Background: an optimization exercise with open tools, aiming at small area and a short achievable clock period. Do not read the settings as production practice. At most, simulation tests tie the RTL to the original design; equivalence was not proved. The RTL of runs 1 and 2 was laid out without a check of its function. Power is estimated from default activity; no workload was simulated.

==> run.sh <==
#!/bin/bash
# synth_recipe.tcl (not shown) runs the flow's synth.tcl, then flattens the netlist and writes it again
# the make line also repeats each setting of config.mk as NAME=value (left out here)
make -C /OpenROAD-flow-scripts/flow DESIGN_CONFIG=/design/flow/config.mk WORK_HOME=/design/flow/orfs CLKGATE_MAP_FILE= SYNTH_SCRIPT=/design/flow/synth_recipe.tcl finish
==> config.mk <==
export PLATFORM = sky130hd
export DESIGN_NAME = panda_exec
export DESIGN_NICKNAME = panda_exec
export VERILOG_FILES = /design/flow/design.v
export SDC_FILE = /design/flow/constraint.sdc
export NUM_CORES = 4
export LEC_CHECK = 0
export ABC_CLOCK_PERIOD_IN_PS = 4000
export CAP_MARGIN = 20
export CORE_MARGIN = 2
export CORE_UTILIZATION = 40
export SETUP_SLACK_MARGIN = 3.0
export SLEW_MARGIN = 20
export SYNTH_HIERARCHICAL = 1
==> constraint.sdc <==
create_clock -name core_clock -period 7.5 [get_ports {clk_i}]
set_input_delay 1.5000 -clock core_clock [delete_from_list [all_inputs] [get_ports {clk_i}]]
set_output_delay 1.5000 -clock core_clock [all_outputs]
set_load 0.01 [all_outputs]
==> design.v <==
package panda_pkg;
  typedef enum logic [3:0] {
    ALU_ADD,
    ALU_SUB,
    ALU_AND,
    ALU_OR,
    ALU_XOR,
    ALU_SLL,
    ALU_SRL,
    ALU_SRA,
    ALU_EQ,
    ALU_NE,
    ALU_LT,
    ALU_LTU,
    ALU_GE,
    ALU_GEU
  } alu_operator_e;
  typedef enum logic [6:0] {
    OPCODE_LOAD     = 7'b0000011,
    OPCODE_MISC_MEM = 7'b0001111,
    OPCODE_OP_IMM   = 7'b0010011,
    OPCODE_AUIPC    = 7'b0010111,
    OPCODE_STORE    = 7'b0100011,
    OPCODE_OP       = 7'b0110011,
    OPCODE_LUI      = 7'b0110111,
    OPCODE_BRANCH   = 7'b1100011,
    OPCODE_JALR     = 7'b1100111,
    OPCODE_JAL      = 7'b1101111,
    OPCODE_SYSTEM   = 7'b1110011
  } opcode_e;
endpackage
module panda_adder #(
  parameter int unsigned Width = 32
) (
  input  logic [Width-1:0] operand_a_i,
  input  logic [Width-1:0] operand_b_i,
  input  logic             subtract_i,
  output logic [Width-1:0] result_o
);
  logic [Width:0] operand_a_ext;
  logic [Width:0] operand_b_ext;
  logic [Width:0] result_ext;
  assign operand_a_ext = {operand_a_i, 1'b1};
  assign operand_b_ext = {operand_b_i ^ {Width{subtract_i}}, subtract_i};
  assign result_ext    = $unsigned(operand_a_ext) + $unsigned(operand_b_ext);
  assign result_o      = result_ext[Width:1];
endmodule
module panda_comparator_sub #(
  parameter int unsigned Width = 32
) (
  input  logic [Width-1:0] sub_result_i,  
  input  logic             msb_a_i,       
  input  logic             msb_b_i,       
  input  logic             sign_i,        
  output logic             is_equal_o,    
  output logic             is_less_o      
);
  assign is_equal_o = sub_result_i == {Width{1'b0}};
  always_comb begin
    if (msb_a_i ^ msb_b_i) begin
      is_less_o = msb_b_i ^ sign_i;
    end else begin
      is_less_o = sub_result_i[Width-1];
    end
  end
endmodule
module panda_shifter #(
  parameter int unsigned Width       = 32,
  parameter int unsigned AmountWidth = $clog2(Width)
) (
  input  logic                   left_i,
  input  logic                   arithmetic_i,
  input  logic [      Width-1:0] operand_i,
  input  logic [AmountWidth-1:0] amount_i,
  output logic [      Width-1:0] result_o
);
  logic [Width-1:0] operand_rev;
  logic [  Width:0] operand_ext;
  logic [  Width:0] result_ext;
  logic [Width-1:0] result_rev;
  for (genvar i = 0; i < Width; i++) begin
    assign operand_rev[i] = operand_i[Width-1-i];
  end
  assign operand_ext[Width-1:0] = left_i ? operand_rev : operand_i;
  assign operand_ext[Width] = arithmetic_i & operand_ext[Width-1];
  assign result_ext         = $signed(operand_ext) >>> amount_i;
  for (genvar i = 0; i < Width; i++) begin
    assign result_rev[i] = result_ext[Width-1-i];
  end
  assign result_o = left_i ? result_rev : result_ext[Width-1:0];
endmodule
module panda_alu (
  input  logic [ 3:0] operator_i,
  input  logic [31:0] operand_a_i,
  input  logic [31:0] operand_b_i,
  output logic [31:0] result_o
);
  logic [3:0] op;
  assign op = operator_i;
  logic adder_sub;
  assign adder_sub = (op == panda_pkg::ALU_SUB) | op[3];
  logic [31:0] bx, p, g;
  assign bx = operand_b_i ^ {32{adder_sub}};
  assign p  = operand_a_i ^ bx;
  assign g  = operand_a_i & bx;
  logic [32:0] gs [6];
  logic [32:0] ps [6];
  assign gs[0] = {g, adder_sub};
  assign ps[0] = {p, 1'b0};
  for (genvar l = 0; l < 5; l++) begin : g_lvl
    for (genvar i = 0; i < 33; i++) begin : g_bit
      if (i >= (1 << l)) begin : g_node
        assign gs[l+1][i] = gs[l][i] | (ps[l][i] & gs[l][i-(1<<l)]);
        assign ps[l+1][i] = ps[l][i] & ps[l][i-(1<<l)];
      end else begin : g_pass
        assign gs[l+1][i] = gs[l][i];
        assign ps[l+1][i] = ps[l][i];
      end
    end
  end
  logic [31:0] sum;
  logic        carry;
  assign sum   = p ^ gs[5][31:0];
  assign carry = gs[5][32] | (ps[5][32] & gs[5][0]);
  logic is_equal, is_less_u, is_less_s, cmp_result;
  assign is_equal  = &p;
  assign is_less_u = ~carry;
  assign is_less_s = is_less_u ^ operand_a_i[31] ^ operand_b_i[31];
  always_comb begin
    unique case (op[2:0])
      3'd0:    cmp_result = is_equal;
      3'd1:    cmp_result = ~is_equal;
      3'd2:    cmp_result = is_less_s;
      3'd3:    cmp_result = is_less_u;
      3'd4:    cmp_result = ~is_less_s;
      3'd5:    cmp_result = ~is_less_u;
      default: cmp_result = 1'b0;
    endcase
  end
  logic [31:0] shift_result;
  panda_shifter #(.Width(32)) i_shifter (
    .left_i      (op == panda_pkg::ALU_SLL),
    .arithmetic_i(op == panda_pkg::ALU_SRA),
    .operand_i   (operand_a_i             ),
    .amount_i    (operand_b_i[4:0]        ),
    .result_o    (shift_result            )
  );
  logic op_add, op_and, op_or, op_xor, op_shift, op_cmp;
  assign op_add   = (op == panda_pkg::ALU_ADD) | (op == panda_pkg::ALU_SUB);
  assign op_and   = op == panda_pkg::ALU_AND;
  assign op_or    = op == panda_pkg::ALU_OR;
  assign op_xor   = op == panda_pkg::ALU_XOR;
  assign op_shift = (op == panda_pkg::ALU_SLL) | (op == panda_pkg::ALU_SRL) |
                    (op == panda_pkg::ALU_SRA);
  assign op_cmp   = op[3] & ~(op[2] & op[1]);
  assign result_o = ({32{op_add}}   & sum)          |
                    ({32{op_and}}   & g)            |
                    ({32{op_or}}    & (g | p))      |
                    ({32{op_xor}}   & p)            |
                    ({32{op_shift}} & shift_result) |
                    {31'b0, op_cmp & cmp_result};
endmodule
module panda_rf_read #(
  parameter int N = 32
) (
  input  logic [N-1:0]       sel_i,
  input  logic [N-1:0][31:0] data_i,
  output logic [31:0]        data_o
);
  always_comb begin
    data_o = '0;
    for (int i = 0; i < N; i++) begin
      data_o = data_o | ({32{sel_i[i]}} & data_i[i]);
    end
  end
endmodule
module panda_exec (
  input  logic        clk_i,
  input  logic        rst_ni,
  input  logic [ 3:0] operator_i,
  input  logic [ 4:0] rs1_addr_i,
  input  logic [ 4:0] rs2_addr_i,
  input  logic [ 4:0] rd_addr_i,
  input  logic        rd_we_i,
  input  logic        use_imm_i,
  input  logic [31:0] imm_i,
  output logic [31:0] result_o
);
  logic [31:0]       operand_a;
  logic [31:0]       operand_b;
  logic [31:0]       alu_result;
  logic [31:0]       result_q;
  logic [31:1][31:0] regs_q;
  logic [31:1]       valid_q;
  logic [ 4:0]       wr_addr_q;
  logic              wr_en_q;
  logic [31:1]       wen;
  always_ff @(posedge clk_i or negedge rst_ni) begin
    if (~rst_ni) begin
      wr_en_q <= 1'b0;
    end else begin
      wr_en_q <= rd_we_i & (rd_addr_i != 5'd0);
    end
  end
  always_ff @(posedge clk_i) begin
    wr_addr_q <= rd_addr_i;
  end
  for (genvar i = 1; i < 32; i++) begin : g_wen
    assign wen[i] = wr_en_q & (wr_addr_q == i);
  end
  always_ff @(posedge clk_i or negedge rst_ni) begin
    if (~rst_ni) begin
      valid_q <= '0;
    end else begin
      valid_q <= valid_q | wen;
    end
  end
  always_ff @(posedge clk_i) begin
    for (int i = 1; i < 32; i++) begin
      if (wen[i]) begin
        regs_q[i] <= result_q;
      end
    end
  end
  logic [31:1] sel1, sel2;
  logic        byp1, byp2;
  for (genvar i = 1; i < 32; i++) begin : g_sel
    assign sel1[i] = (rs1_addr_i == i) & valid_q[i] & ~wen[i];
    assign sel2[i] = (rs2_addr_i == i) & valid_q[i] & ~wen[i] & ~use_imm_i;
  end
  assign byp1 = wr_en_q & (rs1_addr_i == wr_addr_q);
  assign byp2 = wr_en_q & (rs2_addr_i == wr_addr_q) & ~use_imm_i;
  panda_rf_read #(.N(32)) i_read_a (
    .sel_i ({sel1, byp1}),
    .data_i({regs_q, result_q}),
    .data_o(operand_a)
  );
  panda_rf_read #(.N(33)) i_read_b (
    .sel_i ({sel2, byp2, use_imm_i}),
    .data_i({regs_q, result_q, imm_i}),
    .data_o(operand_b)
  );
  panda_alu i_alu (
    .operator_i (operator_i),
    .operand_a_i(operand_a ),
    .operand_b_i(operand_b ),
    .result_o   (alu_result)
  );
  always_ff @(posedge clk_i or negedge rst_ni) begin
    if (~rst_ni) begin
      result_q <= '0;
    end else begin
      result_q <= alu_result;
    end
  end
  assign result_o = result_q;
endmodule
==> results.txt, run 1 <==
- Final GP Congestion: 0.983
- Peak VDD IR: 0.148 mV
- Inst Count DP: 5686
- Largest delay share family, worst path: simple AND/OR/NAND/NOR gates
- Final hold violations: 0
- Crit path time final: 5.58 ns
- Slew Viols, Final: 0
- Layout cells sized above 1: 0.290
- Crit start category: input pin
- Skew final: 0.0542 ns
- Post-synth top area share: 0.583
- Largest net degree at the start of global routing: 64
- Final setup violation count: 0
- Syn nets: 3965
- Global-route wire length before repair: 360000 um
- Post-Syn Area per Cell: 13.3 um2
- Synth unique cells: 94
- #FFs+latches synth: 1061
- CTS tree: yes
- Leak: 22.1 nW
- Comb pwr share: 0.210
- Total die area: 131000 um2
- Maxcap violations: 0
- Xor and xnor area share after synthesis: 0.0125
- DR vias: 46700
- Post-route cell area: 65500 um2
- Switching share of power: 0.287
- Total GRT Usage: 0.399
- PortBufs: 86
- Max frequency: 0.179 GHz
- Worst-margin pin slew: 1.12 ns
- Seq pwr share: 0.436
- Clock Power Share: 0.354
- WP buf/inv: 9
- TritonCTS buffer count: 104
- Unrepaired setup endpoints after global routing: yes
- Post-synth EDFFs: 992
- Initial drt markers: 11500
- Core area: 127000 um2
- Power, Total: 15.9 mW
- Yosys Warn Count: 12
- CTS Hold Bufs: 0
- Clock Latency Late Sink: 0.73 ns
- Layout area overhead: 28.1%
- Most frequent cell after synthesis: a22oi_1
- CP max stage delay: 0.76 ns
- Row count: 131
- WL final: 269000 um
- WP data arrival: 6.24 ns
- Max H-tree Level: 3
- Worst-path maximum fanout: 10
- Number of remaining DRC errors: 0
- Die Width: 361 um
- Non-filler cells, final: 6107
- Initial Util: 0.402
- Setup CP Type: input pin to register
- Antenna Nets Post-Route: 0
- Status: no timing/DRC/antenna violations
- Clock Tree Root: clkbuf_16
- Hold Crit Class: register to register
- Number of iterations in the first detailed-routing pass: 8
- FFs w/ async S/R, synth: 0.0603
- Post-synthesis compound-gate area fraction: 0.196
- Cell taking the most area after synthesis: edfxtp_1
- Sink Count: 1061
- CP cell instances: buf_8, buf_8, nand2_4, or2_4, buf_12, buf_12, nor3_4, buf_12, buf_4, a22oi_1, nand4_1, or4_4, buf_6, mux2i_1, mux4_2, a22oi_2, o211ai_1, mux2i_1, buf_4, mux2i_1, o22ai_1, a21oi_1, o21ai_1, buf_4
- Synth cell count leaders: 996 x a22oi_1, 992 x edfxtp_1, 238 x nand4_1, 125 x clkbuf_1, 123 x buf_2
- Num ports: 87
- Synthesized area: 51100 um2
- Placed cell areas: 57000 um2
- Worst slew margin: 0.255
- CP max-delay cell: nor3_4
- Vias per cell: 7.64
- Setup TNS: 0 ns
- Sequential cell area fraction in the yosys report: 0.616
- Post-Synth Adder-Cell Area: 0.0157
- Largest family of logic cells by synthesized area: compound AO/OA/AOI/OAI gates
- Post-Synthesis Cells: 3846
- Dpl hpwl: 148000 um
- Fin util: 0.515
- CP endpoint kind: register
- Crit share post-route: 0.744
- Int Pwr: 11.3 mW
- Maximum clock insertion buffer count: 3
- Ys flop type: edfxtp_1
- Initial antenna violation count: 10
- NumNets Final: 4469
- Post-Synth Simple-Gate Area: 0.0834
- Post-synthesis mux area share: 0.0405
- Switching pwr: 4.57 mW
- Number of global-route vias before repair: 44000
- Die Y-Extent: 361 um
- Synth area leaders: edfxtp_1 58%, a22oi_1 15%, dfrtp_1 3.1%, nand4_1 2.9%, mux2i_1 1.8%
- Clock slew at reported path FFs: 0.07 ns
- Worst Path Required: 8.16 ns
- PwrDens: 243 nW/um2
- Global route total overflow: 0
- WL per Instance: 44.1 um
-- stage by stage --
| stage | setup WS (ns) | hold WS (ns) |
|---|---|---|
| 2_1_floorplan | 2.08 | 0.432 |
| 3_3_place_gp | 0.456 | 0.447 |
| 3_5_place_dp | 0.484 | 0.448 |
| 4_1_cts | 2.31 | 0.471 |
| 5_1_grt | 1.98 | 0.489 |
| 6_report | 1.92 | 0.473 |
-- layout make-up --
type	count	area (um2)
Clock buffer	119	2680
Antenna cell	7	17.5
Multi-Input combinational cell	2415	20400
Tap cell	1662	2080
Sequential cell	1061	31500
Clock inverter	75	895
Fill cell	10700	61700
Timing Repair Buffer	688	7540
Inverter	80	300
-- final timing paths --
check / from / end / slack, ns / cells past startpoint
worst max-delay path: rs1_addr_i[0] / result_q[9] / 1.92 / 24
worst min-delay path: valid_q[31] / valid_q[31] / 0.47 / 1
worst max register to register: wr_addr_q[2] / result_q[0] / 2.12 / 22
worst min register to register: valid_q[31] / valid_q[31] / 0.47 / 1
max in group asynchronous: rst_ni / result_q[19] / 5.76 / 2
min in group asynchronous: rst_ni / valid_q[10] / 0.59 / 1
-- kinds of logic after synthesis --
group	after synthesis
buffers and inverters	371
XOR/XNOR	73
AO/OA/AOI/OAI	1361
adder cells (fa/ha/maj)	64
multiplexers	157
flip-flops	1061
AND/OR/NAND/NOR	759
-- modules after synthesis (local to each module, per instance), excerpt --
module      flip-flops and latches  times used
panda_alu                        0           1
panda_exec                    1061           1
-- worst register-to-register path, delay by kind of cell, from the launching register on --
kind	cells	cell delay, ns
DFF	1	0.42
muxes	2	1.04
buffers and inverters	6	0.97
and+or+nand+nor	5	1.43
AOI/OAI and AO/OA	9	1.41
-- flip-flops by register name, indices dropped and copies added (netlist names) --
register and flops:
valid_q 31, result_q 32, wr_en_q 1, wr_addr_q 5, regs_q 992
-- layer usage --
layer / global-route usage / up-vias / share of wire
li1: - / 17100 / -
met1: 0.471 / 22500 / 0.32
met2: 0.566 / 5465 / 0.40
met3: 0.180 / 1613 / 0.18
met4: 0.301 / 10 / 0.10
met5: 0.00222 / - / 0.00025
-- placed cells by master, fill, tap and decap left out, drive strengths merged, types with 40 or more instances in the layout --
cell type	count
buf	598
xnor2	57
o22ai	44
nor2	102
mux2i	93
a21oi	74
nor3	49
o21ai	80
nor4	47
dfrtp	64
ha	64
nand4	238
nand2	116
clkdlybuf4s50	74
inv	88
nand3	49
clkbuf	123
a22oi	997
or2	40
edfxtp	992
clkinv	44
-- what timing repair did --
action                     in CTS  in global routing
setup endpoints to repair      32                 32
setup buffers                 174                 23
pin swaps                     165                 49
cloned                         22                  1
resized for setup             509                 69
-- power by group through the flow --
| stage | registers, mW | clock network [mW] | logic (mW) |
|---|---|---|---|
| after floorplan | 7.18 | 0 | 1.31 |
| after global placement | 7.03 | 0 | 2.81 |
| after detailed placement | 7.03 | 0 | 2.81 |
| after CTS | 6.92 | 5.59 | 3.14 |
| after global routing | 6.93 | 5.82 | 3.43 |
| final | 6.93 | 5.63 | 3.33 |
==> inputs of run 2 (changes only) <==
--- a/design.v
+++ b/design.v
@@ -64,30 +64,25 @@
     end
   end
 endmodule
-module panda_shifter #(
-  parameter int unsigned Width       = 32,
-  parameter int unsigned AmountWidth = $clog2(Width)
-) (
-  input  logic                   left_i,
-  input  logic                   arithmetic_i,
-  input  logic [      Width-1:0] operand_i,
-  input  logic [AmountWidth-1:0] amount_i,
-  output logic [      Width-1:0] result_o
-);
-  logic [Width-1:0] operand_rev;
-  logic [  Width:0] operand_ext;
-  logic [  Width:0] result_ext;
-  logic [Width-1:0] result_rev;
-  for (genvar i = 0; i < Width; i++) begin
-    assign operand_rev[i] = operand_i[Width-1-i];
-  end
-  assign operand_ext[Width-1:0] = left_i ? operand_rev : operand_i;
-  assign operand_ext[Width] = arithmetic_i & operand_ext[Width-1];
-  assign result_ext         = $signed(operand_ext) >>> amount_i;
-  for (genvar i = 0; i < Width; i++) begin
-    assign result_rev[i] = result_ext[Width-1-i];
-  end
-  assign result_o = left_i ? result_rev : result_ext[Width-1:0];
+module panda_shifter (
+  input  logic        arithmetic_i,
+  input  logic [31:0] operand_i,
+  input  logic [ 4:0] amount_i,
+  output logic [31:0] left_o,
+  output logic [31:0] right_o
+);
+  logic fill;
+  assign fill = arithmetic_i & operand_i[31];
+  logic [31:0] l [6];
+  logic [31:0] r [6];
+  assign l[0] = operand_i;
+  assign r[0] = operand_i;
+  for (genvar s = 0; s < 5; s++) begin : g_stage
+    assign l[s+1] = amount_i[s] ? {l[s][31-(1<<s):0], {(1<<s){1'b0}}} : l[s];
+    assign r[s+1] = amount_i[s] ? {{(1<<s){fill}}, r[s][31:(1<<s)]} : r[s];
+  end
+  assign left_o  = l[5];
+  assign right_o = r[5];
 endmodule
 module panda_alu (
   input  logic [ 3:0] operator_i,
@@ -137,27 +132,28 @@
       default: cmp_result = 1'b0;
     endcase
   end
-  logic [31:0] shift_result;
-  panda_shifter #(.Width(32)) i_shifter (
-    .left_i      (op == panda_pkg::ALU_SLL),
+  logic [31:0] shift_left, shift_right;
+  panda_shifter i_shifter (
     .arithmetic_i(op == panda_pkg::ALU_SRA),
     .operand_i   (operand_a_i             ),
     .amount_i    (operand_b_i[4:0]        ),
-    .result_o    (shift_result            )
-  );
-  logic op_add, op_and, op_or, op_xor, op_shift, op_cmp;
+    .left_o      (shift_left              ),
+    .right_o     (shift_right             )
+  );
+  logic op_add, op_and, op_or, op_xor, op_sll, op_sr, op_cmp;
   assign op_add   = (op == panda_pkg::ALU_ADD) | (op == panda_pkg::ALU_SUB);
   assign op_and   = op == panda_pkg::ALU_AND;
   assign op_or    = op == panda_pkg::ALU_OR;
   assign op_xor   = op == panda_pkg::ALU_XOR;
-  assign op_shift = (op == panda_pkg::ALU_SLL) | (op == panda_pkg::ALU_SRL) |
-                    (op == panda_pkg::ALU_SRA);
+  assign op_sll   = op == panda_pkg::ALU_SLL;
+  assign op_sr    = (op == panda_pkg::ALU_SRL) | (op == panda_pkg::ALU_SRA);
   assign op_cmp   = op[3] & ~(op[2] & op[1]);
   assign result_o = ({32{op_add}}   & sum)          |
                     ({32{op_and}}   & g)            |
                     ({32{op_or}}    & (g | p))      |
                     ({32{op_xor}}   & p)            |
-                    ({32{op_shift}} & shift_result) |
+                    ({32{op_sll}}   & shift_left)   |
+                    ({32{op_sr}}    & shift_right)  |
                     {31'b0, op_cmp & cmp_result};
 endmodule
 module panda_rf_read #(
==> run 2 against run 1 <==
  * Still clean on timing, DRC and antenna
  * Global-route usage up 0.56 points
  * Routed wire length rose by 4.0%
  * Design area rose by 3.5%
  * Clock-buffer cell count is 12 higher
  * Sequential share of layout area shrank 1.6 points
  * Power rose by 1.2%
  * Via count rose by 4.5%
==> results.txt, run 2 <==
- Row count: 132 (+0.76%)
- Core area: 129000 um2 (+1.7%)
- Syn nets: 4100 (+3.4%)
- TritonCTS buffer count: 106 (+1.9%)
- Final setup violation count: 0 (unchanged)
- Status: no timing/DRC/antenna violations
- Worst setup path start: wr_addr_q[1]
- Initial drt markers: 11200 (-2.2%)
- Layout area overhead: 30.2%
- FFs w/ async S/R, synth: 0.0603 (unchanged)
- Die Y-Extent: 365 um (+0.90%)
- Max H-tree Level: 3 (unchanged)
- Ys flop type: edfxtp_1
- Number of global-route vias before repair: 45100 (+2.6%)
- Inst Count DP: 5746 (+1.1%)
- Maximum clock insertion buffer count: 3 (unchanged)
- Fin util: 0.524 (+0.00915)
- Largest reg by FF count: regs_q
- Antenna Nets Post-Route: 0 (unchanged)
- Worst-path maximum fanout: 6 (-4)
- Sink Count: 1061 (unchanged)
- CP cell instances: or4b_4, o21ai_4, buf_6, buf_6, buf_6, nor3_4, buf_12, buf_12, buf_6, a22oi_2, nand4_1, or4_4, buf_12, mux4_2, mux2i_2, o32a_1, nand3_2, a221oi_2, o211ai_1
- Die Width: 365 um (+0.90%)
- Global-route wire length before repair: 370000 um (+2.7%)
- Crit share post-route: 0.698 (-0.0456)
- CP endpoint kind: register
- Setup TNS: 0 ns (unchanged)
- Worst-margin pin slew: 1.18 ns (+0.0652 ns)
- Synth cell count leaders: 1002 x a22oi_1, 992 x edfxtp_1, 239 x nand4_1, 144 x nand2_1, 138 x clkbuf_1
- Global route total overflow: 0 (unchanged)
- Final hold violations: 0 (unchanged)
- Post-synth EDFFs: 992 (unchanged)
- Hold Crit Class: register to register
- Most frequent cell after synthesis: a22oi_1
- Largest registers: regs_q: 992 flops, result_q: 32 flops, valid_q: 31 flops
- Layout cells sized above 1: 0.318 (+0.0281)
- Setup CP Type: register to register
- Largest net degree at the start of global routing: 56 (-13%)
- Clock Latency Late Sink: 0.75 ns (+0.02 ns)
- Maxcap violations: 0 (unchanged)
- CTS Hold Bufs: 0 (unchanged)
- Initial Util: 0.402 (+0.000649)
- Peak VDD IR: 0.188 mV (+26%)
- WP data arrival: 5.70 ns (-0.54 ns)
- Worst Path Required: 7.96 ns (-0.20 ns)
- Post-Syn Area per Cell: 13.1 um2 (-1.6%)
- Leak: 22.4 nW (+1.3%)
- Initial antenna violation count: 11 (+1)
- Hold path start: valid_q[23]
- Vias per cell: 7.78 (+1.8%)
- Synthesized area: 52000 um2 (+1.8%)
- Commonest non-fill, non-tap cell in the layout: edfxtp_1
- Clock Tree Root: clkbuf_16
- Slew Viols, Final: 0 (unchanged)
- Num ports: 87 (unchanged)
- Number of remaining DRC errors: 0 (unchanged)
- Non-filler cells, final: 6267 (+2.6%)
- Final GP Congestion: 0.979 (-0.37%)
- Cell taking the most area after synthesis: edfxtp_1
- CP max-delay cell: or4_4
- Number of iterations in the first detailed-routing pass: 13 (+5)
- PortBufs: 86 (unchanged)
- Worst slew margin: 0.211 (-0.0435)
- PwrDens: 238 nW/um2 (-2.2%)
- Most frequent CP cell: buf_6
- #FFs+latches synth: 1061 (unchanged)
- Unrepaired setup endpoints after global routing: yes
- Crit path time final: 5.24 ns (-0.342 ns)
- WL final: 280000 um (+4.0%)
- Synth unique cells: 106 (+13%)
- Dpl hpwl: 143000 um (-3.4%)
- Skew final: 0.0529 ns (-0.00130 ns)
- Max frequency: 0.191 GHz (+6.5%)
- Yosys Warn Count: 15 (+3)
- Synth area leaders: edfxtp_1 57%, a22oi_1 14%, dfrtp_1 3.1%, nand4_1 2.9%, mux4_2 2.1%
- Sequential cell area fraction in the yosys report: 0.605 (-0.0111)
- NumNets Final: 4544 (+1.7%)
- Clock slew at reported path FFs: 0.06 ns (about the same)
- Worst r2r src: wr_addr_q[1]
- Most frequent cells in the layout: 992 x edfxtp_1, 929 x a22oi_1, 324 x buf_4
- CTS tree: yes
- CP max stage delay: 0.69 ns (-0.07 ns)
- Post-synth top area share: 0.572 (-0.0105)
- Crit start category: register
- WL per Instance: 44.7 um (+1.4%)
- Max reg flops: 992 (unchanged)
- Post-Synthesis Cells: 3981 (+3.5%)
- Total die area: 133000 um2 (+1.8%)
- Total GRT Usage: 0.404 (+0.00562)
- DR vias: 48700 (+4.5%)
run 2: cell count changes in the layout (fill, tap and decap cells not counted), sizes merged, moves of 21 or more:
cell | before | now
a211oi | 12 | 40
a221oi | 4 | 37
buf | 598 | 556
mux2i | 93 | 65
nand2 | 116 | 144
nor2 | 102 | 125
o21ai | 80 | 101
o22ai | 44 | 13
run 2: where the power goes:
part / switching, mW / total (mW) / internal (mW)
registers: 0.123 / 6.92 / 6.80
logic: 2.24 / 3.67 / 1.43
clock network: 2.45 / 5.50 / 3.05
run 2: per-layer routing:
| metal | track usage | vias to the layer above | part of all wire |
|---|---|---|---|
| met2 | 0.569 | 5811 | 0.40 |
| met1 | 0.471 | 23500 | 0.31 |
| met5 | 0.0156 | - | 0.0021 |
| li1 | - | 17600 | - |
| met3 | 0.194 | 1824 | 0.18 |
| met4 | 0.313 | 16 | 0.11 |
run 2: cell type report:
type                       count  area, um2
inverter                      81        325
multi-input combinational   2527      22300
antenna                       11       27.5
fill                       10500      61600
sequential                  1061      31500
tap                         1742       2180
clock buffer                 131       2920
clock inverter                66        601
timing repair buffer         648       7840
run 2: cells by family after synthesis:
| logic type | after synthesis | synth area share |
|---|---|---|
| AO/OA/AOI/OAI | 1424 | 0.203 |
| flip-flops | 1061 | 0.605 |
| AND/OR/NAND/NOR | 838 | 0.0884 |
| buffers and inverters | 394 | 0.0374 |
| multiplexers | 148 | 0.0416 |
| adder cells (fa/ha/maj) | 64 | 0.0154 |
| XOR/XNOR | 52 | 0.00875 |
run 2: critical path, delay by kind of cell (launching register included):
family	cells	cell delay [ns]
simple gates	5	1.62
compound gates	5	1.33
flops	1	0.37
buf+inv	7	0.93
mux	2	0.70
run 2: timing repair:
item,CTS,global route
pin swaps,188,171
cloned,28,7
setup endpoints to repair,32,32
setup buffers,209,69
endpoints found under the hold margin,0,0
resized for setup,563,236
run 2: final timing paths:
check,to,slack (ns),cells past startpoint
max,result_q[2],2.26,19
min,valid_q[23],0.48,1
max reg2reg,result_q[2],2.26,19
min reg2reg,valid_q[23],0.48,1
max in group asynchronous,result_q[24],5.65,2
min in group asynchronous,valid_q[17],0.76,1
run 2: modules after synthesis (local to each module, per instance), a selection:
module / copies in the design / cells inside / flip-flops and latches / cell area [um2]
panda_exec: 1 / 1297 / 1061 / 32900
panda_shifter: 1 / 481 / 0 / 4170
panda_alu: 1 / 632 / 0 / 4050
run 2: through the flow:
step | cell area (um2) | total power [mW] | worst slack, ns | hold slack, ns
detailed placement | 57200 | 9.70 | 0.520 | 0.447
finish | 67700 | 16.1 | 2.26 | 0.475
floorplan | 52700 | 8.57 | 2.34 | 0.432
CTS | 65900 | 15.6 | 2.43 | 0.467
global placement | 57200 | 9.70 | 0.582 | 0.446
global route | 67700 | 16.4 | 2.22 | 0.488
==> inputs of run 3 (changes only) <==
--- a/design.v
+++ b/design.v
@@ -132,14 +132,19 @@
       default: cmp_result = 1'b0;
     endcase
   end
+  logic        fill;
+  logic [31:0] shl [6];
+  logic [31:0] shr [6];
+  assign fill   = (op == panda_pkg::ALU_SRA) & operand_a_i[31];
+  assign shl[0] = operand_a_i;
+  assign shr[0] = operand_a_i;
+  for (genvar s = 0; s < 5; s++) begin : g_shift
+    assign shl[s+1] = operand_b_i[s] ? {shl[s][31-(1<<s):0], {(1<<s){1'b0}}} : shl[s];
+    assign shr[s+1] = operand_b_i[s] ? {{(1<<s){fill}}, shr[s][31:(1<<s)]} : shr[s];
+  end
   logic [31:0] shift_left, shift_right;
-  panda_shifter i_shifter (
-    .arithmetic_i(op == panda_pkg::ALU_SRA),
-    .operand_i   (operand_a_i             ),
-    .amount_i    (operand_b_i[4:0]        ),
-    .left_o      (shift_left              ),
-    .right_o     (shift_right             )
-  );
+  assign shift_left  = shl[5];
+  assign shift_right = shr[5];
   logic op_add, op_and, op_or, op_xor, op_sll, op_sr, op_cmp;
   assign op_add   = (op == panda_pkg::ALU_ADD) | (op == panda_pkg::ALU_SUB);
   assign op_and   = op == panda_pkg::ALU_AND;
@@ -187,42 +192,40 @@
   logic [31:0]       alu_result;
   logic [31:0]       result_q;
   logic [31:1][31:0] regs_q;
-  logic [31:1]       valid_q;
+  logic [31:1]       valid_q;    
+  logic [31:1]       pend_q;     
+  logic [31:1]       ready;      
   logic [ 4:0]       wr_addr_q;
   logic              wr_en_q;
-  logic [31:1]       wen;
   always_ff @(posedge clk_i or negedge rst_ni) begin
     if (~rst_ni) begin
+      pend_q  <= '0;
+      valid_q <= '0;
       wr_en_q <= 1'b0;
     end else begin
+      for (int i = 1; i < 32; i++) begin
+        pend_q[i] <= rd_we_i & (rd_addr_i == i);
+      end
+      valid_q <= valid_q | pend_q;
       wr_en_q <= rd_we_i & (rd_addr_i != 5'd0);
     end
   end
   always_ff @(posedge clk_i) begin
     wr_addr_q <= rd_addr_i;
   end
-  for (genvar i = 1; i < 32; i++) begin : g_wen
-    assign wen[i] = wr_en_q & (wr_addr_q == i);
-  end
-  always_ff @(posedge clk_i or negedge rst_ni) begin
-    if (~rst_ni) begin
-      valid_q <= '0;
-    end else begin
-      valid_q <= valid_q | wen;
-    end
-  end
   always_ff @(posedge clk_i) begin
     for (int i = 1; i < 32; i++) begin
-      if (wen[i]) begin
+      if (pend_q[i]) begin
         regs_q[i] <= result_q;
       end
     end
   end
+  assign ready = valid_q & ~pend_q;
   logic [31:1] sel1, sel2;
   logic        byp1, byp2;
   for (genvar i = 1; i < 32; i++) begin : g_sel
-    assign sel1[i] = (rs1_addr_i == i) & valid_q[i] & ~wen[i];
-    assign sel2[i] = (rs2_addr_i == i) & valid_q[i] & ~wen[i] & ~use_imm_i;
+    assign sel1[i] = (rs1_addr_i == i) & ready[i];
+    assign sel2[i] = (rs2_addr_i == i) & ready[i] & ~use_imm_i;
   end
   assign byp1 = wr_en_q & (rs1_addr_i == wr_addr_q);
   assign byp2 = wr_en_q & (rs2_addr_i == wr_addr_q) & ~use_imm_i;
--- a/config.mk
+++ b/config.mk
@@ -5,10 +5,13 @@
 export SDC_FILE = /design/flow/constraint.sdc
 export NUM_CORES = 4
 export LEC_CHECK = 0
-export ABC_CLOCK_PERIOD_IN_PS = 4000
 export CAP_MARGIN = 20
 export CORE_MARGIN = 2
 export CORE_UTILIZATION = 40
+export CTS_CLUSTER_DIAMETER = 80
+export CTS_CLUSTER_SIZE = 24
+export GPL_TIMING_DRIVEN = 0
 export SETUP_SLACK_MARGIN = 3.0
 export SLEW_MARGIN = 20
 export SYNTH_HIERARCHICAL = 1
+export TNS_END_PERCENT = 10
==> run 3 against run 2 <==
  * Clock skew grew 0.0044 ns
  * Clock-buffer cell count is 45 lower
  * Sequential cell count up 31
  * Power shrank 14%
  * First-iteration DRC count rose by 2.6%
  * Hold slack worse by 0.00065 ns
  * Largest cell class unchanged
  * Core utilization decreased by 4.0 points
  * Critical path depth down 1
  * Sequential share of layout area up 5.8 points
  * Die area is 0.82% lower
  * Synthesized cell count is 3.0% lower
  * Combinational power fell by 28%
==> results.txt, run 3 <==
- Final GP Congestion: 1.02 (+4.2%)
- Core area: 128000 um2 (-1.1%)
- Ys flop type: edfxtp_1
- Total GRT Usage: 0.439 (+0.0345)
- Clock Latency Late Sink: 0.77 ns (+0.02 ns)
- Status: no timing/DRC/antenna violations
- PortBufs: 82 (-4.7%)
- Post-Synth Adder-Cell Area: 0.0158 (+0.000371)
- Synth cell count leaders: 1005 x a22oi_1, 992 x edfxtp_1, 238 x nand4_1, 138 x nor2_1, 133 x clkbuf_1
- Initial antenna violation count: 33 (+22)
- Setup CP Type: input pin to register
- Synth area leaders: edfxtp_1 58%, a22oi_1 15%, dfrtp_1 4.6%, nand4_1 2.9%, mux4_2 2.2%
- Antenna Nets Post-Route: 0 (unchanged)
- FFs w/ async S/R, synth: 0.0870 (+0.0267)
- Vias per cell: 7.92 (+1.9%)
- Slew Viols, Final: 0 (unchanged)
- Initial drt markers: 11500 (+2.6%)
- Maxcap violations: 0 (unchanged)
- Die Width: 363 um (-0.41%)
- Dpl hpwl: 191000 um (+33%)
- #FFs+latches synth: 1092 (+2.9%)
- Maximum clock insertion buffer count: 3 (unchanged)
- Worst-path maximum fanout: 10 (+4)
- Clock Tree Root: clkbuf_16
- Post-Synth Simple-Gate Area: 0.0875 (-0.000935)
- Total die area: 132000 um2 (-0.82%)
- Syn nets: 3981 (-2.9%)
- Leak: 20.6 nW (-8.1%)
- CP cell instances: dlygate4sd2_1, buf_6, nand3b_1, buf_4, nor3_4, buf_4, a22oi_1, nand4_1, or4_4, inv_2, ha_4, o21a_4, o22ai_4, a2bb2oi_4, o221ai_4, a2111oi_4, xnor2_2, o311ai_4
- Largest reg by FF count: regs_q
- Post-synth top area share: 0.577 (+0.00477)
- Worst Path Required: 8.07 ns (+0.11 ns)
- Max reg flops: 992 (unchanged)
- Number of iterations in the first detailed-routing pass: 13 (unchanged)
- Global route total overflow: 0 (unchanged)
- Post-route setup slack: 1.26 ns (-1.00 ns)
- NumNets Final: 4335 (-4.6%)
- Worst-margin pin slew: 1.27 ns (+0.0818 ns)
- Number of global-route vias before repair: 43100 (-4.6%)
- Xor and xnor area share after synthesis: 0.0114 (+0.00262)
- CTS tree: yes
- Most frequent CP cell: buf_4
- Max H-tree Level: 2 (-1)
- Synth unique cells: 79 (-25%)
- Unrepaired setup endpoints after global routing: yes
- Final hold violations: 0 (unchanged)
- DR vias: 47200 (-3.1%)
- Post-Syn Area per Cell: 13.4 um2 (+2.3%)
- Die Y-Extent: 363 um (-0.41%)
- Pre-CTS WS: -2.03 ns (-2.55 ns)
- PwrDens: 223 nW/um2 (-6.3%)
- Worst slew margin: 0.157 (-0.0545)
- WL final: 297000 um (+5.8%)
- Synthesized area: 51600 um2 (-0.83%)
- Sink Count: 1092 (+2.9%)
- CP max stage delay: 0.76 ns (+0.07 ns)
- Global-route wire length before repair: 386000 um (+4.4%)
- # fillers: 11100 (+5.5%)
- Sequential cell area fraction in the yosys report: 0.625 (+0.0201)
- Most frequent cells in the layout: 992 x edfxtp_1, 983 x a22oi_1, 238 x nand4_1
- Num ports: 87 (unchanged)
- Max frequency: 0.160 GHz (-16%)
- Crit share post-route: 0.832 (+0.134)
- Largest registers: regs_q: 992 flops, result_q: 32 flops
- TritonCTS buffer count: 56 (-47%)
- Peak VDD IR: 0.209 mV (+12%)
- Post-Synthesis Cells: 3861 (-3.0%)
- Cell taking the most area after synthesis: edfxtp_1
- Clock slew at reported path FFs: 0.10 ns (+0.04 ns)
- Most frequent cell after synthesis: a22oi_1
- WL per Instance: 49.8 um (+11%)
- Post-synth EDFFs: 992 (unchanged)
- CP endpoint kind: register
- Post-synthesis mux area share: 0.0397 (-0.00196)
- Row count: 131 (-0.76%)
- CP max-delay cell: o311ai_4
- Layout area overhead: 19.9%
- Skew final: 0.0573 ns (+0.00439 ns)
- Largest net degree at the start of global routing: 68 (+21%)
- Commonest non-fill, non-tap cell in the layout: edfxtp_1
- Number of remaining DRC errors: 0 (unchanged)
- Hold Crit Class: register to register
- Crit path time final: 6.24 ns (+1.00 ns)
- WP data arrival: 6.81 ns (+1.11 ns)
- Initial Util: 0.404 (+0.00126)
- Yosys Warn Count: 14 (-1)
- Power, Total: 13.8 mW (-14%)
- Crit start category: input pin
- Final setup violation count: 0 (unchanged)
- Largest family of logic cells by synthesized area: compound AO/OA/AOI/OAI gates
- CTS Hold Bufs: 0 (unchanged)
- Post-synthesis compound-gate area fraction: 0.187 (-0.0159)
- Layout cells sized above 1: 0.214 (-0.104)
## run 3: cell types whose count changed in the layout (fill, tap and decap cells not counted), moves of 32 or more
cell,before,now
buf_4,324,180
clkbuf_1,13,74
buf_12,116,58
nor2_1,77,135
clkbuf_16,119,63
a22oi_1,929,983
a22oi_2,74,23
clkbuf_4,0,48
o21ai_0,38,80
mux2i_1,46,82
nor2_4,38,2
buf_2,2,34
## run 3: report_power, final
part | switching, mW | internal, mW | total, mW
combinational | 1.71 | 0.928 | 2.64
clock | 2.20 | 1.53 | 3.73
sequential | 0.397 | 7.00 | 7.40
total | 4.31 | 9.46 | 13.8
## run 3: per-module statistics from Yosys (local to each module, per instance), a selection
module | flip-flops and latches | cells | times used
panda_exec | 1092 | 1326 | 1
panda_alu | 0 | 964 | 1
## run 3: stage by stage
step | util | hold slack, ns | setup TNS [ns] | cell area (um2) | cells
finish | 0.484 | 0.474 | 0 | 61900 | 5962
global route | 0.483 | 0.482 | 0 | 61800 | 5927
CTS | 0.480 | 0.472 | 0 | 61400 | 5912
detailed placement | 0.441 | 0.451 | -38.46 | 56400 | 5660
global placement | 0.431 | 0.450 | -56.74 | 55100 | 5605
floorplan | - | 0.438 | 0 | 52200 | 3861
## run 3: area by class of cell
| class | count | area, um2 | area share |
|---|---|---|---|
| repair buffers | 296 | 3280 | 0.0530 |
| clock inverters | 18 | 260 | 0.00420 |
| inverters | 76 | 285 | 0.00461 |
| well taps | 1662 | 2080 | 0.0336 |
| flip-flops and latches | 1092 | 32400 | 0.524 |
| clock buffers | 86 | 1520 | 0.0246 |
| plain buffers | 285 | 2580 | 0.0416 |
| diodes | 39 | 97.6 | 0.00158 |
| multi-input cells | 2408 | 19400 | 0.313 |
## run 3: path summary, 6_finish.rpt
path | from | endpoint | slack [ns] | cells after the start
max reg2reg | pend_q[13] | result_q[0] | 1.38 | 20
max | rs1_addr_i[2] | result_q[0] | 1.26 | 18
min | valid_q[28] | valid_q[28] | 0.47 | 1
min in group asynchronous | rst_ni | result_q[17] | 0.68 | 1
max in group asynchronous | rst_ni | pend_q[20] | 6.00 | 2
min reg2reg | valid_q[28] | valid_q[28] | 0.47 | 1
## run 3: cell families (layout without fill, tap and decap cells)
| kind of cell | after synthesis | count (layout) |
|---|---|---|
| AO/OA/AOI/OAI | 1316 | 1316 |
| flip-flops | 1092 | 1092 |
| other | 0 | 39 |
| AND/OR/NAND/NOR | 819 | 819 |
| adder cells (fa/ha/maj) | 65 | 65 |
| buffers and inverters | 361 | 761 |
| XOR/XNOR | 67 | 67 |
| multiplexers | 141 | 141 |
## run 3: layer usage
metal | up-vias | global-route usage | share of wire
met4 | 28 | 0.327 | 0.097
met5 | - | 0.00763 | 0.0012
met3 | 1581 | 0.226 | 0.18
li1 | 16800 | - | -
met2 | 5720 | 0.597 | 0.40
met1 | 23100 | 0.525 | 0.33
## run 3: repair_timing
action	4_1_cts	5_1_grt
gates cloned	1	0
gates resized for setup	526	71
buffers inserted	147	10
pin swaps	91	38
endpoints found under the setup margin	32	32
## run 3: worst max-delay path, delay by kind of cell
kind            cells  cell delay, ns
compound gates      7            2.47
simple gates        4            1.16
buf+inv             5            1.24
xor+xnor            1            0.14
fa+ha+maj           1            0.25
==> inputs of run 4 (changes only) <==
--- a/config.mk
+++ b/config.mk
@@ -10,7 +10,6 @@
 export CORE_UTILIZATION = 40
 export CTS_CLUSTER_DIAMETER = 80
 export CTS_CLUSTER_SIZE = 24
-export GPL_TIMING_DRIVEN = 0
 export SETUP_SLACK_MARGIN = 3.0
 export SLEW_MARGIN = 20
 export SYNTH_HIERARCHICAL = 1
==> run 4 against run 3 <==
  * Design area increased by 0.82%
  * Hold slack got worse by 0.0051 ns
  * Largest power group unchanged
  * Via count down 6.1%
  * Clock-buffer cell count decreased by 5
  * Largest cell class unchanged
  * Fmax up 20%
  * Combinational power is 16% higher
  * Critical path type unchanged
  * Setup slack improved by 1.0 ns
  * Synthesized area did not move
  * Final cell count is 1.2% lower
  * Highest routed layer unchanged
  * Sequential share of layout area decreased by 0.58 points
==> results.txt, run 4 <==
- Status: no timing/DRC/antenna violations
- Post-synth top area share: 0.577 (unchanged)
- Min-Delay Path Depth: 1 (unchanged)
- Initial Util: 0.404 (unchanged)
- Fin util: 0.488 (+0.00397)
- Setup TNS: 0 ns (unchanged)
- Synth unique cells: 79 (unchanged)
- NumNets Final: 4310 (-0.58%)
- Clock Tree Root: clkbuf_16
- Max reg flops: 992 (unchanged)
- Post-synth EDFFs: 992 (unchanged)
- Post-Synth Adder-Cell Area: 0.0158 (unchanged)
- Most frequent cells in the layout: 992 x edfxtp_1, 944 x a22oi_1, 334 x buf_4
- Number of remaining DRC errors: 0 (unchanged)
- Hold path start: valid_q[19]
- Layout cells sized above 1: 0.250 (+0.0366)
- Synthesized area: 51600 um2 (unchanged)
- Crit share post-route: 0.694 (-0.138)
- Post-Syn Area per Cell: 13.4 um2 (unchanged)
- WP data arrival: 5.85 ns (-0.96 ns)
- Dpl hpwl: 146000 um (-24%)
- Final hold violations: 0 (unchanged)
- Xor and xnor area share after synthesis: 0.0114 (unchanged)
- Crit start category: input pin
- Layout area overhead: 20.9%
- Post-Synth Simple-Gate Area: 0.0875 (unchanged)
- Routed wl met3: 40400 um (-24%)
- Worst-margin pin slew: 1.10 ns (-0.166 ns)
- Slew Viols, Final: 0 (unchanged)
- Syn nets: 3981 (unchanged)
- Total GRT Usage: 0.370 (-0.0693)
- Clock Latency Late Sink: 0.76 ns (about the same)
- Sink Count: 1092 (unchanged)
- Row count: 131 (unchanged)
- Number of global-route vias before repair: 42200 (-2.1%)
- Hold Crit Class: register to register
- Worst Path Required: 8.15 ns (+0.08 ns)
- Die Y-Extent: 363 um (unchanged)
- WL per Instance: 42.6 um (-14%)
- DR vias: 44300 (-6.1%)
- PwrDens: 223 nW/um2 (about the same)
- Post-synthesis compound-gate area fraction: 0.187 (unchanged)
- CP endpoint kind: register
- TritonCTS buffer count: 58 (+3.6%)
- #FFs+latches synth: 1092 (unchanged)
- Most frequent cell after synthesis: a22oi_1
- Global route total overflow: 0 (unchanged)
- Routed length on met1: 84700 um (-12%)
- Initial drt markers: 9704 (-16%)
- Vias per cell: 7.52 (-5.0%)
- Largest reg by FF count: regs_q
- Num ports: 87 (unchanged)
- Worst Reg-to-Reg Cells: 19 (-5.0%)
- Initial antenna violation count: 8 (-76%)
- Flop2flop setup slack: 2.76 ns (+1.38 ns)
- Unrepaired setup endpoints after global routing: yes
- Post-Synthesis Cells: 3861 (unchanged)
- Clock slew at reported path FFs: 0.10 ns (about the same)
- Hold-critical path endpoint: valid_q[19]
- FFs w/ async S/R, synth: 0.0870 (unchanged)
- Core area: 128000 um2 (unchanged)
- Peak VDD IR: 0.217 mV (+3.9%)
- Cell taking the most area after synthesis: edfxtp_1
- Worst r2r src: pend_q[27]
- Maxcap violations: 0 (unchanged)
- Leak: 20.7 nW (+0.69%)
- Max frequency: 0.192 GHz (+20%)
- Crit path time final: 5.21 ns (-1.04 ns)
- Die Width: 363 um (unchanged)
- Post-synthesis mux area share: 0.0397 (unchanged)
- PortBufs: 86 (+4.9%)
- Skew final: 0.0608 ns (+0.00349 ns)
- Yosys Warn Count: 14 (unchanged)
- Largest family of logic cells by synthesized area: compound AO/OA/AOI/OAI gates
- CTS Hold Bufs: 0 (unchanged)
- Largest registers: regs_q: 992 flops, result_q: 32 flops
- Top sig layer: met5
- Largest net degree at the start of global routing: 72 (+5.9%)
- Worst slew margin: 0.267 (+0.111)
- Reg-to-reg endpoint: result_q[0]
- Sequential cell area fraction in the yosys report: 0.625 (unchanged)
- Synth area leaders: edfxtp_1 58%, a22oi_1 15%, dfrtp_1 4.6%, nand4_1 2.9%, mux4_2 2.2%
- Setup CP Type: input pin to register
- Global-route wire length before repair: 339000 um (-12%)
- Max H-tree Level: 2 (unchanged)
- Worst-path maximum fanout: 32 (+22)
- Final GP Congestion: 0.998 (-2.3%)
- Number of iterations in the first detailed-routing pass: 12 (-1)
- Routed wl met2: 105000 um (-11%)
- Synth cell count leaders: 1005 x a22oi_1, 992 x edfxtp_1, 238 x nand4_1, 138 x nor2_1, 133 x clkbuf_1
- CTS tree: yes
- Maximum clock insertion buffer count: 3 (unchanged)
- Final setup violation count: 0 (unchanged)
- WL final: 251000 um (-15%)
- Commonest non-fill, non-tap cell in the layout: edfxtp_1
- Ys flop type: edfxtp_1
- Antenna Nets Post-Route: 0 (unchanged)
- Total die area: 132000 um2 (unchanged)
## run 4: cell counts after synthesis
Identical to the previous run, type by type.
## run 4: worst max path at each step
stage	endpoint	slack [ns]	cells past startpoint	from
after global routing	result_q[0]	2.22	23	use_imm_i
after floorplan	result_q[0]	2.05	21	rs2_addr_i[3]
final	result_q[13]	2.29	21	rs2_addr_i[3]
after global placement	result_q[29]	0.38	18	rs1_addr_i[4]
after CTS	result_q[0]	2.56	20	rs1_addr_i[1]
after detailed placement	result_q[0]	0.42	21	rs2_addr_i[4]
## run 4: Yosys stat by module, one instance, submodules excluded, excerpt
module      times used  cell area [um2]  flip-flops and latches
panda_alu            1             7030                       0
panda_exec           1            33600                    1092
## run 4: layer usage
layer,vias up,global-route usage
li1,16700,-
met1,21800,0.468
met2,4615,0.538
met3,1259,0.130
met4,10,0.237
met5,-,0
## run 4: logic make-up (layout without fill, tap and decap cells)
family,count (synthesis),in the layout
and+or+nand+nor,819,819
other,0,1
DFF,1092,1092
muxes,141,141
xor gates and xnor gates,67,67
AOI/OAI and AO/OA,1316,1316
buffers and inverters,361,730
adders and majority gates,65,65
## run 4: area by class of cell
cell class	count	area (um2)
repair buffers	554	5730
clock inverters	19	309
fillers	11100	65400
clock buffers	81	1560
inverters	76	288
well taps	1662	2080
diodes	1	2.50
multi-input cells	2408	20100
flip-flops and latches	1092	32300
## run 4: through the flow
stage	hold slack [ns]	power (mW)	area [um2]	std cells	setup WS, ns
final	0.469	13.9	62400	5893	2.29
after global routing	0.484	14.2	62400	5893	2.22
after CTS	0.473	13.7	61600	5860	2.56
after detailed placement	0.451	9.80	56600	5637	0.416
after global placement	0.449	9.79	56600	5636	0.382
after floorplan	0.438	8.63	52200	3861	2.05
## run 4: power by group
| part | total (mW) | switching (mW) | internal [mW] |
|---|---|---|---|
| clock | 3.75 | 2.16 | 1.59 |
| combinational | 3.06 | 1.93 | 1.13 |
| sequential | 7.08 | 0.0845 | 7.00 |
## run 4: critical path, cell delays in order
cell and delay (ns):
buf_4 0.16, nor2_2 0.34, nand2_8 0.14, nor3_4 0.39
buf_4 0.36, a22oi_1 0.16, nand4_1 0.18, nor4_4 0.07
nand2_4 0.15, buf_6 0.13, buf_16 0.22, mux4_2 0.59
mux2i_1 0.20, buf_4 0.16, nor2_1 0.04, a21oi_1 0.13
buf_4 0.15, nor2_1 0.07, a211oi_1 0.23, o221ai_1 0.20
buf_4 0.23
## run 4: repair_timing
item	4_1_cts	5_1_grt
cloned	7	2
endpoints found under the setup margin	32	32
resized for setup	447	96
setup buffers	116	30
pin swaps	133	68
endpoints found under the hold margin	0	0
==> inputs of run 5 (changes only) <==
--- a/config.mk
+++ b/config.mk
@@ -7,9 +7,10 @@
 export LEC_CHECK = 0
 export CAP_MARGIN = 20
 export CORE_MARGIN = 2
-export CORE_UTILIZATION = 40
+export CORE_UTILIZATION = 50
 export CTS_CLUSTER_DIAMETER = 80
 export CTS_CLUSTER_SIZE = 24
+export PLACE_DENSITY = 0.75
 export SETUP_SLACK_MARGIN = 3.0
 export SLEW_MARGIN = 20
 export SYNTH_HIERARCHICAL = 1
==> run 5 against run 4 <==
  * Still clean on timing, DRC and antenna
  * Power shrank 2.1%
  * Synthesized cell count is the same
  * First-iteration DRC count grew 31%
  * Non-clock buffer count grew 13
  * Core utilization grew 12 points
  * Clock power shrank 11%
  * Global-route usage grew 7.1 points
  * Clock skew shrank 0.0084 ns
  * Routed wire length shrank 3.7%
  * Critical path type is now register to register
  * Largest cell class unchanged
  * Largest power group unchanged
==> results.txt, run 5 <==
- Int Pwr: 9.59 mW (-1.3%)
- Largest reg by FF count: regs_q
- Setup CP Type: register to register
- WP buf/inv: 6 (-1)
- Post-synth top area share: 0.577 (unchanged)
- Setup TNS: 0 ns (unchanged)
- Global-route wire length before repair: 329000 um (-3.0%)
- CP max-delay cell: or4_4
- Total GRT Usage: 0.441 (+0.0714)
- Comb pwr share: 0.232 (+0.012)
- Number of remaining DRC errors: 0 (unchanged)
- Max reg flops: 992 (unchanged)
- Largest net degree at the start of global routing: 56 (-22%)
- DR vias: 46500 (+4.8%)
- Core area: 102000 um2 (-20%)
- Clock Tree Root: clkbuf_16
- Post-Synth Adder-Cell Area: 0.0158 (unchanged)
- Most frequent cell after synthesis: a22oi_1
- CP max stage delay: 0.66 ns (+0.07 ns)
- Max frequency: 0.189 GHz (-1.5%)
- CP endpoint kind: register
- Switching share of power: 0.295 (-0.00580)
- Die Width: 325 um (-10%)
- #FFs+latches synth: 1092 (unchanged)
- Antenna Nets Post-Route: 0 (unchanged)
- Worst Path Required: 8.10 ns (-0.05 ns)
- Post-Synthesis Cells: 3861 (unchanged)
- Initial Util: 0.506 (+0.102)
- Placed cell areas: 56100 um2 (-0.91%)
- Largest registers: regs_q: 992 flops, result_q: 32 flops
- CTS tree: yes
- Initial drt markers: 12700 (+31%)
- Largest delay share family, worst path: buffers and inverters
- Slew Viols, Final: 0 (unchanged)
- Worst-margin pin slew: 1.09 ns (-0.00550 ns)
- Worst setup path start: pend_q[4]
- Xor and xnor area share after synthesis: 0.0114 (unchanged)
- Clock Power Share: 0.247 (-0.023)
- Post-route cell area: 62400 um2 (about the same)
- Worst slew margin: 0.271 (+0.00367)
- Post-Synth Simple-Gate Area: 0.0875 (unchanged)
- Synth unique cells: 79 (unchanged)
- Number of global-route vias before repair: 43800 (+3.9%)
- Final GP Congestion: 1.03 (+2.8%)
- Post-Syn Area per Cell: 13.4 um2 (unchanged)
- Status: no timing/DRC/antenna violations
- Sequential cell area fraction in the yosys report: 0.625 (unchanged)
- Unrepaired setup endpoints after global routing: yes
- Yosys Warn Count: 14 (unchanged)
- Synth cell count leaders: 1005 x a22oi_1, 992 x edfxtp_1, 238 x nand4_1, 138 x nor2_1, 133 x clkbuf_1
- Sink Count: 1092 (unchanged)
- Skew final: 0.0524 ns (-0.00835 ns)
- Crit share post-route: 0.705 (+0.0108)
- Crit path depth: 18 (-14%)
- Most frequent cells in the layout: 992 x edfxtp_1, 952 x a22oi_1, 314 x buf_4
- WP data arrival: 5.89 ns (+0.04 ns)
- Maximum clock insertion buffer count: 3 (unchanged)
- Row count: 117 (-11%)
- Ys flop type: edfxtp_1
- Dpl hpwl: 130000 um (-11%)
- Post-synthesis compound-gate area fraction: 0.187 (unchanged)
- Clock slew at reported path FFs: 0.10 ns (about the same)
- Post-synth EDFFs: 992 (unchanged)
- Total die area: 106000 um2 (-20%)
- Worst Reg-to-Reg Cells: 18 (-1)
- Largest family of logic cells by synthesized area: compound AO/OA/AOI/OAI gates
- Global route total overflow: 0 (unchanged)
- Layout cells sized above 1: 0.250 (about the same)
- Synthesized area: 51600 um2 (unchanged)
- Final setup violation count: 0 (unchanged)
- Crit path time final: 5.29 ns (+0.0808 ns)
- Most frequent CP cell: buf_4
- Clock Latency Late Sink: 0.72 ns (-0.04 ns)
- Peak VDD IR: 0.185 mV (-15%)
- Worst r2r src: pend_q[4]
- WL per Instance: 43.1 um (+1.2%)
- Reg-to-reg endpoint: result_q[12]
- Leak: 20.8 nW (+0.50%)
- Initial antenna violation count: 3 (-5)
- Setup crit end: result_q[12]
- NumNets Final: 4318 (+0.19%)
- Flop2flop setup slack: 2.21 ns (-0.55 ns)
- Max H-tree Level: 2 (unchanged)
- Post-synthesis mux area share: 0.0397 (unchanged)
- FFs w/ async S/R, synth: 0.0870 (unchanged)
- CP cell instances: buf_4, nand2b_1, nor3_2, buf_6, bufbuf_16, a22oi_1, nand4_1, or4_4, buf_4, mux4_2, buf_4, mux2i_2, nor2_1, a21oi_1, o21ai_0, a21oi_1, o21ai_1, buf_4
- TritonCTS buffer count: 52 (-10%)
- Die Y-Extent: 325 um (-10%)
- Number of iterations in the first detailed-routing pass: 15 (+3)
- Worst-path maximum fanout: 34 (+6.3%)
- Commonest non-fill, non-tap cell in the layout: edfxtp_1
- PortBufs: 86 (unchanged)
- Syn nets: 3981 (unchanged)
- Cell taking the most area after synthesis: edfxtp_1
- WL final: 242000 um (-3.7%)
- Synth area leaders: edfxtp_1 58%, a22oi_1 15%, dfrtp_1 4.6%, nand4_1 2.9%, mux4_2 2.2%
- PwrDens: 218 nW/um2 (-2.1%)
- Seq pwr share: 0.521 (+0.011)
- Switching pwr: 4.00 mW (-4.0%)
- Num ports: 87 (unchanged)
- Final hold violations: 0 (unchanged)
- Maxcap violations: 0 (unchanged)
- Vias per cell: 8.29 (+10%)
- Layout area overhead: 20.9% (about the same)
- Hold Crit Class: register to register
- Crit start category: register
[run 5: worst reg2reg max path: stages (launching register included)]
cell and delay, ns:
dfrtp_2 0.35, buf_4 0.65, nand2b_1 0.39, nor3_2 0.09, buf_6 0.19, bufbuf_16 0.37
a22oi_1 0.18, nand4_1 0.11, or4_4 0.66, buf_4 0.24, mux4_2 0.52, buf_4 0.17
mux2i_2 0.24, nor2_1 0.08, a21oi_1 0.18, o21ai_0 0.16, a21oi_1 0.27, o21ai_1 0.13
buf_4 0.20
[run 5: layout make-up]
class	instances	area (um2)
diodes	1	2.50
clock buffers	92	1490
clock inverters	4	61.3
fillers	7479	39700
inverters	76	293
multi-input cells	2409	20200
flip-flops and latches	1092	32300
well taps	1368	1710
repair buffers	567	6290
[run 5: layer usage]
metal / part of all wire / vias up / GRT usage / wire length [um]
li1: - / 16700 / - / -
met2: 0.39 / 6055 / 0.599 / 94000
met1: 0.30 / 21800 / 0.524 / 73000
met3: 0.20 / 1959 / 0.241 / 48600
met5: 0.0013 / - / 0.0213 / 318
met4: 0.11 / 15 / 0.320 / 25900
[run 5: timing repair]
action,4_1_cts,5_1_grt
cloned,17,0
setup buffers,162,23
endpoints found under the setup margin,32,32
pin swaps,152,78
gates resized for setup,489,80
hold buffers,0,0
[run 5: power groups by stage]
stage | Clock [mW] | Combinational (mW) | Sequential [mW]
2_1_floorplan | 0 | 1.27 | 7.36
3_5_place_dp | 0 | 2.50 | 7.21
6_report | 3.35 | 3.15 | 7.09
4_1_cts | 3.28 | 2.89 | 7.07
5_1_grt | 3.50 | 3.24 | 7.09
3_3_place_gp | 0 | 2.47 | 7.21
[run 5: worst min path at each step]
stage,startpoint,to,slack [ns],cells after the start
after floorplan,valid_q[10],valid_q[10],0.44,1
after global placement,valid_q[25],valid_q[25],0.45,1
after detailed placement,valid_q[15],valid_q[15],0.45,1
after CTS,valid_q[4],valid_q[4],0.47,1
after global routing,valid_q[11],valid_q[11],0.49,1
final,valid_q[15],valid_q[15],0.47,1
[run 5: per-stage QoR]
| step | setup WS (ns) | std cells | hold WS, ns | power, mW | utilization |
|---|---|---|---|---|---|
| 3_5_place_dp | 0.304 | 5310 | 0.451 | 9.71 | 0.550 |
| 2_1_floorplan | 2.05 | 3861 | 0.438 | 8.63 | - |
| 6_report | 2.21 | 5609 | 0.473 | 13.6 | 0.611 |
| 5_1_grt | 2.20 | 5608 | 0.487 | 13.8 | 0.611 |
| 4_1_cts | 2.56 | 5585 | 0.473 | 13.3 | 0.605 |
| 3_3_place_gp | 0.466 | 5309 | 0.451 | 9.68 | 0.550 |
[run 5: kinds of logic after synthesis]
logic type	Yosys count
simple gates	819
flops	1092
buf+inv	361
fa+ha+maj	65
xor+xnor	67
compound gates	1316
mux	141
[run 5: per-module statistics from Yosys (local to each module, per instance), excerpt]
module,cells,flip-flops and latches,copies in the design,cell area (um2)
panda_alu,964,0,1,7030
panda_exec,1326,1092,1,33600

## afterwards: timing with drivers on the ports
Ports are ideal in the flow. The routed layouts listed here were re-timed in OpenROAD. Step 1 sets driving cells, clkbuf_16 on the clock port and buf_2 on the other inputs (assumed; they add their load-dependent delay and slew). Step 2 times the ports against the registers' clock, not the clock port: input delays grow and output delays shrink by t, the midpoint of the rising clock arrivals with the driver on. a / b / c = no drivers / after step 1 / after step 2; a / b = the first two.
run	t (ns)	setup WS [ns]	latest minus earliest clock arrival (ns)	slew at the worst register clock pin (ns)
run 1	0.774	1.923 / 1.934 / 1.159	0.055 / 0.055	0.08 / 0.08
run 2	0.810	2.265 / 2.265 / 1.504	0.053 / 0.053	0.08 / 0.08
run 3	0.822	1.260 / 1.279 / 0.457	0.058 / 0.057	0.11 / 0.11
run 4	0.807	2.295 / 2.336 / 1.528	0.061 / 0.061	0.11 / 0.11
run 5	0.768	2.214 / 2.214 / 1.507	0.053 / 0.053	0.11 / 0.11
After both steps every run listed still meets setup and hold. For run 3, which loses most, drivers alone change the setup slack by +0.019 ns; drivers and shift together by -0.803 ns.
